This design comes from an exercise in tuning for small area, a short achievable clock period and few clock cycles per item on the open sky130 flow, not from production work.

the reference run:
==> flow/design.v <==
module cmpsub #(parameter W=32) (input [W-1:0] a, input [W-1:0] b, output [W-1:0] d, output c);
wire [W-1:0] p = a ^ ~b;
wire [W-1:0] g0 = a & ~b;
wire G_0_0 = g0[0] | p[0];
wire ng1 = g0[1] | (p[1] & G_0_0);
wire ng2 = g0[3] | (p[3] & g0[2]);
wire np2 = p[3] & p[2];
wire ng3 = g0[5] | (p[5] & g0[4]);
wire np3 = p[5] & p[4];
wire ng4 = g0[7] | (p[7] & g0[6]);
wire np4 = p[7] & p[6];
wire ng5 = g0[9] | (p[9] & g0[8]);
wire np5 = p[9] & p[8];
wire ng6 = g0[11] | (p[11] & g0[10]);
wire np6 = p[11] & p[10];
wire ng7 = g0[13] | (p[13] & g0[12]);
wire np7 = p[13] & p[12];
wire ng8 = g0[15] | (p[15] & g0[14]);
wire np8 = p[15] & p[14];
wire ng9 = g0[17] | (p[17] & g0[16]);
wire np9 = p[17] & p[16];
wire ng10 = g0[19] | (p[19] & g0[18]);
wire np10 = p[19] & p[18];
wire ng11 = g0[21] | (p[21] & g0[20]);
wire np11 = p[21] & p[20];
wire ng12 = g0[23] | (p[23] & g0[22]);
wire np12 = p[23] & p[22];
wire ng13 = g0[25] | (p[25] & g0[24]);
wire np13 = p[25] & p[24];
wire ng14 = g0[27] | (p[27] & g0[26]);
wire np14 = p[27] & p[26];
wire ng15 = g0[29] | (p[29] & g0[28]);
wire np15 = p[29] & p[28];
wire ng16 = g0[31] | (p[31] & g0[30]);
wire np16 = p[31] & p[30];
wire ng17 = ng2 | (np2 & ng1);
wire ng18 = ng4 | (np4 & ng3);
wire np18 = np4 & np3;
wire ng19 = ng6 | (np6 & ng5);
wire np19 = np6 & np5;
wire ng20 = ng8 | (np8 & ng7);
wire np20 = np8 & np7;
wire ng21 = ng10 | (np10 & ng9);
wire np21 = np10 & np9;
wire ng22 = ng12 | (np12 & ng11);
wire np22 = np12 & np11;
wire ng23 = ng14 | (np14 & ng13);
wire np23 = np14 & np13;
wire ng24 = ng16 | (np16 & ng15);
wire np24 = np16 & np15;
wire ng25 = ng18 | (np18 & ng17);
wire ng26 = ng20 | (np20 & ng19);
wire np26 = np20 & np19;
wire ng27 = ng22 | (np22 & ng21);
wire np27 = np22 & np21;
wire ng28 = ng24 | (np24 & ng23);
wire np28 = np24 & np23;
wire ng29 = ng26 | (np26 & ng25);
wire ng30 = ng28 | (np28 & ng27);
wire np30 = np28 & np27;
wire ng31 = ng30 | (np30 & ng29);
wire ng32 = ng27 | (np27 & ng29);
wire ng33 = ng19 | (np19 & ng25);
wire ng34 = ng21 | (np21 & ng29);
wire ng35 = ng23 | (np23 & ng32);
wire ng36 = ng3 | (np3 & ng17);
wire ng37 = ng5 | (np5 & ng25);
wire ng38 = ng7 | (np7 & ng33);
wire ng39 = ng9 | (np9 & ng29);
wire ng40 = ng11 | (np11 & ng34);
wire ng41 = ng13 | (np13 & ng32);
wire ng42 = ng15 | (np15 & ng35);
wire ng43 = g0[2] | (p[2] & ng1);
wire ng44 = g0[4] | (p[4] & ng17);
wire ng45 = g0[6] | (p[6] & ng36);
wire ng46 = g0[8] | (p[8] & ng25);
wire ng47 = g0[10] | (p[10] & ng37);
wire ng48 = g0[12] | (p[12] & ng33);
wire ng49 = g0[14] | (p[14] & ng38);
wire ng50 = g0[16] | (p[16] & ng29);
wire ng51 = g0[18] | (p[18] & ng39);
wire ng52 = g0[20] | (p[20] & ng34);
wire ng53 = g0[22] | (p[22] & ng40);
wire ng54 = g0[24] | (p[24] & ng32);
wire ng55 = g0[26] | (p[26] & ng41);
wire ng56 = g0[28] | (p[28] & ng35);
wire ng57 = g0[30] | (p[30] & ng42);
assign d[0] = ~p[0];
assign d[1] = p[1] ^ G_0_0;
assign d[2] = p[2] ^ ng1;
assign d[3] = p[3] ^ ng43;
assign d[4] = p[4] ^ ng17;
assign d[5] = p[5] ^ ng44;
assign d[6] = p[6] ^ ng36;
assign d[7] = p[7] ^ ng45;
assign d[8] = p[8] ^ ng25;
assign d[9] = p[9] ^ ng46;
assign d[10] = p[10] ^ ng37;
assign d[11] = p[11] ^ ng47;
assign d[12] = p[12] ^ ng33;
assign d[13] = p[13] ^ ng48;
assign d[14] = p[14] ^ ng38;
assign d[15] = p[15] ^ ng49;
assign d[16] = p[16] ^ ng29;
assign d[17] = p[17] ^ ng50;
assign d[18] = p[18] ^ ng39;
assign d[19] = p[19] ^ ng51;
assign d[20] = p[20] ^ ng34;
assign d[21] = p[21] ^ ng52;
assign d[22] = p[22] ^ ng40;
assign d[23] = p[23] ^ ng53;
assign d[24] = p[24] ^ ng32;
assign d[25] = p[25] ^ ng54;
assign d[26] = p[26] ^ ng41;
assign d[27] = p[27] ^ ng55;
assign d[28] = p[28] ^ ng35;
assign d[29] = p[29] ^ ng56;
assign d[30] = p[30] ^ ng42;
assign d[31] = p[31] ^ ng57;
assign c = ng31;
endmodule
module vector_divider #(
    parameter RAM_SIZE = 10,
    parameter N = 5,
    parameter NBITS = 32
)(
    input clock,
    input reset,
    output [RAM_SIZE-1:0] Addr,
    output [NBITS-1:0] Wdata,
    input [NBITS-1:0] Rdata,
    input [RAM_SIZE-1:0] Ndata,
    output Wenable,
    input startvd,
    output reg busyvd
);
localparam RX = 4;            
localparam XW = 32 + RX;      
localparam [3:0] IDLE = 4'b1000,
                 P1   = 4'b1001,    
                 P2   = 4'b1010,    
                 E    = 4'b1011,    
                 C1   = 4'b0000,    
                 C2   = 4'b1100,    
                 W1   = 4'b1101,    
                 D1   = 4'b0100,    
                 W2   = 4'b0101;    
reg [3:0] state, nstate;
reg first;
reg [8:0] h;
reg [31:0] R, Q;
reg [XW-1:0] X;
reg [5:0] j;
wire [31:0] diff;
wire nb;
cmpsub #(.W(32)) u_sub (.a(R), .b(X[31:0]), .d(diff), .c(nb));
wire ge = nb & ~|X[XW-1:32];
wire ph1 = (state == D1) | (state == P1);
wire shl = ge & ~j[5];                  
wire [8:0] h1 = h + 9'd1;
wire last = (h1 == Ndata[8:0]);         
wire done2 = (j == 6'd0);
wire xld = (state == C1);
wire xsl = ~xld & ph1 & shl;
wire xsr = ~xld & ~(ph1 & shl);
wire alo = state[3];
wire we = state[2];
assign Addr = {we ? h : h1, alo};
assign Wdata = alo ? R : Q;
assign Wenable = we & ~first;
always @(*) begin
    nstate = state;
    case (state)
        IDLE: if (startvd) nstate = C1;
        C1:   nstate = C2;
        C2:   nstate = D1;
        D1:   nstate = shl ? P1 : E;
        P1:   if (!shl) nstate = P2;
        P2:   if (done2) nstate = last ? W1 : C1;
        E:    nstate = last ? W1 : C1;
        W1:   nstate = W2;
        W2:   nstate = IDLE;
        default: nstate = IDLE;
    endcase
end
always @(posedge clock) begin
    if (reset) begin
        state <= IDLE;
        h <= 9'h1ff;
        first <= 1'b0;
        busyvd <= 1'b0;
    end else begin
        state <= nstate;
        busyvd <= (nstate != IDLE);
        if (state == IDLE && startvd)
            first <= 1'b1;
        if (state == D1) begin
            h <= h1;
            first <= 1'b0;
        end
        if (state == W2)
            h <= 9'h1ff;
    end
end
always @(posedge clock) begin
    X <= ({XW{xld}} & {{RX-1{1'b0}}, Rdata, 1'b0})
       | ({XW{xsl}} & {X[XW-1-RX:0], {RX{1'b0}}})
       | ({XW{xsr}} & {1'b0, X[XW-1:1]});
    if (state == C2)
        R <= Rdata;
    else if (state == P2 && ge)
        R <= diff;
    if (state == D1)
        Q <= 32'd0;
    else if (state == P2)
        Q <= {Q[30:0], ge};
    if (state == C1)
        j <= 6'd1;
    else if (ph1 && shl)
        j <= j + RX;
    else
        j <= j - 6'd1;
end
endmodule
clock: 4.5 ns
lec_check: 0
cap_margin: 20
core_margin: 2
core_utilization: 40
cts_buf_list: sky130_fd_sc_hd__clkbuf_8
setup_slack_margin: 1.3
slew_margin: 20
standard.sh (not shown) runs the stock make flow with config.mk's settings and CLKGATE_MAP_FILE= SYNTH_SCRIPT=/design/flow/synth_recipe.tcl, a recipe that flattens the netlist after the stock synthesis.
==> flow/flow/run.sh <==
#!/bin/bash
cd "$(dirname "$0")/.."
export BUFFER_PORTS_ARGS="-buffer_cell sky130_fd_sc_hd__buf_1"
export CTS_ARGS="-sink_clustering_enable -repair_clock_nets -buf_list sky130_fd_sc_hd__clkbuf_8 -dont_use_dummy_load"
export REMOVE_ABC_BUFFERS=1
bash standard.sh > standard_run.log 2>&1
Inputs modified between the reference run and the trial run:
diff --git a/flow/design.v b/flow/design.v
--- a/flow/design.v
+++ b/flow/design.v
@@ -149,7 +149,7 @@
 reg first;
 reg [8:0] h;
-reg [31:0] R, Q;
+reg [31:0] R;
+reg [32:0] Q;                           
 reg [XW-1:0] X;
-reg [5:0] j;
 wire [31:0] diff;
 wire nb;
@@ -157,15 +157,12 @@
 wire ge = nb & ~|X[XW-1:32];
 wire ph1 = (state == D1) | (state == P1);
-wire shl = ge & ~j[5];                  
+wire shl = ge & ~((state == P1) & Q[4]);  
 wire [8:0] h1 = h + 9'd1;
 wire last = (h1 == Ndata[8:0]);         
-wire done2 = (j == 6'd0);
-wire xld = (state == C1);
-wire xsl = ~xld & ph1 & shl;
-wire xsr = ~xld & ~(ph1 & shl);
+wire done2 = Q[31];
 wire alo = state[3];
 wire we = state[2];
 assign Addr = {we ? h : h1, alo};
-assign Wdata = alo ? R : Q;
+assign Wdata = alo ? R : Q[31:0];
 assign Wenable = we & ~first;
 always @(*) begin
@@ -204,7 +201,10 @@
 end
 always @(posedge clock) begin
-    X <= ({XW{xld}} & {{RX-1{1'b0}}, Rdata, 1'b0})
-       | ({XW{xsl}} & {X[XW-1-RX:0], {RX{1'b0}}})
-       | ({XW{xsr}} & {1'b0, X[XW-1:1]});
+    if (state == C1)
+        X <= {{RX-1{1'b0}}, Rdata, 1'b0};
+    else if (ph1 && shl)
+        X <= {X[XW-1-RX:0], {RX{1'b0}}};
+    else
+        X <= {1'b0, X[XW-1:1]};
     if (state == C2)
         R <= Rdata;
@@ -212,13 +212,9 @@
         R <= diff;
     if (state == D1)
-        Q <= 32'd0;
+        Q <= 33'h100000000;
+    else if (state == P1)
+        Q <= {4'd0, Q[32:4]};
     else if (state == P2)
-        Q <= {Q[30:0], ge};
-    if (state == C1)
-        j <= 6'd1;
-    else if (ph1 && shl)
-        j <= j + RX;
-    else
-        j <= j - 6'd1;
+        Q <= {Q[31:0], ge};
 end
 endmodule
### Flow results
- Die outline width (higher): the reference run
- Between the reference run and the trial run, the delay of the slowest cell on the worst path figures differ only marginally.
- Going from the reference run to the trial run, final-layout worst hold slack has remained practically unchanged; number of buffers and inverters on the critical path has increased.
- The trial run contains more vias than the reference run.
- Compared with the reference run, the trial run shows a higher global-route usage over all layers.
- Sort the trial run and the reference run by cell area, ascending, and the trial run comes first.
- The trial run ends up with a estimated wirelength of the detail-placed design that is about 1.7% higher than in the reference run.
- The trial run ends up with lower post-synthesis share of cell area spent on full adders, half adders and majority gates than the reference run does.
Function was not checked in any run of this note: the RTL went through the layout flow alone.

==> port drivers added, routing unchanged <==
The flow's constraints put no driver on any port. The routed layouts listed below were extracted and timed again, unchanged, in two steps. Step 1 assumes that a clkbuf_16 drives the clock port and a buf_2 every other input. Step 2, shift: input delay + t, output delay - t, t = (earliest + latest rising clock arrival at the registers) / 2. This alone moves slack from input paths to output paths. a / b / c = ideal ports / drivers / drivers and shift; a / b = the first two.
run | t, ns | setup slack, ns | worst setup path after step 2 | slew at the worst register clock pin (ns)
the reference run | 0.461 | 1.362 / 1.362 / 1.362 | register to register | 0.07 / 0.07
the trial run | 0.467 | 1.248 / 1.248 / 1.248 | register to register | 0.07 / 0.07
After both steps setup and hold are still met in every run listed.
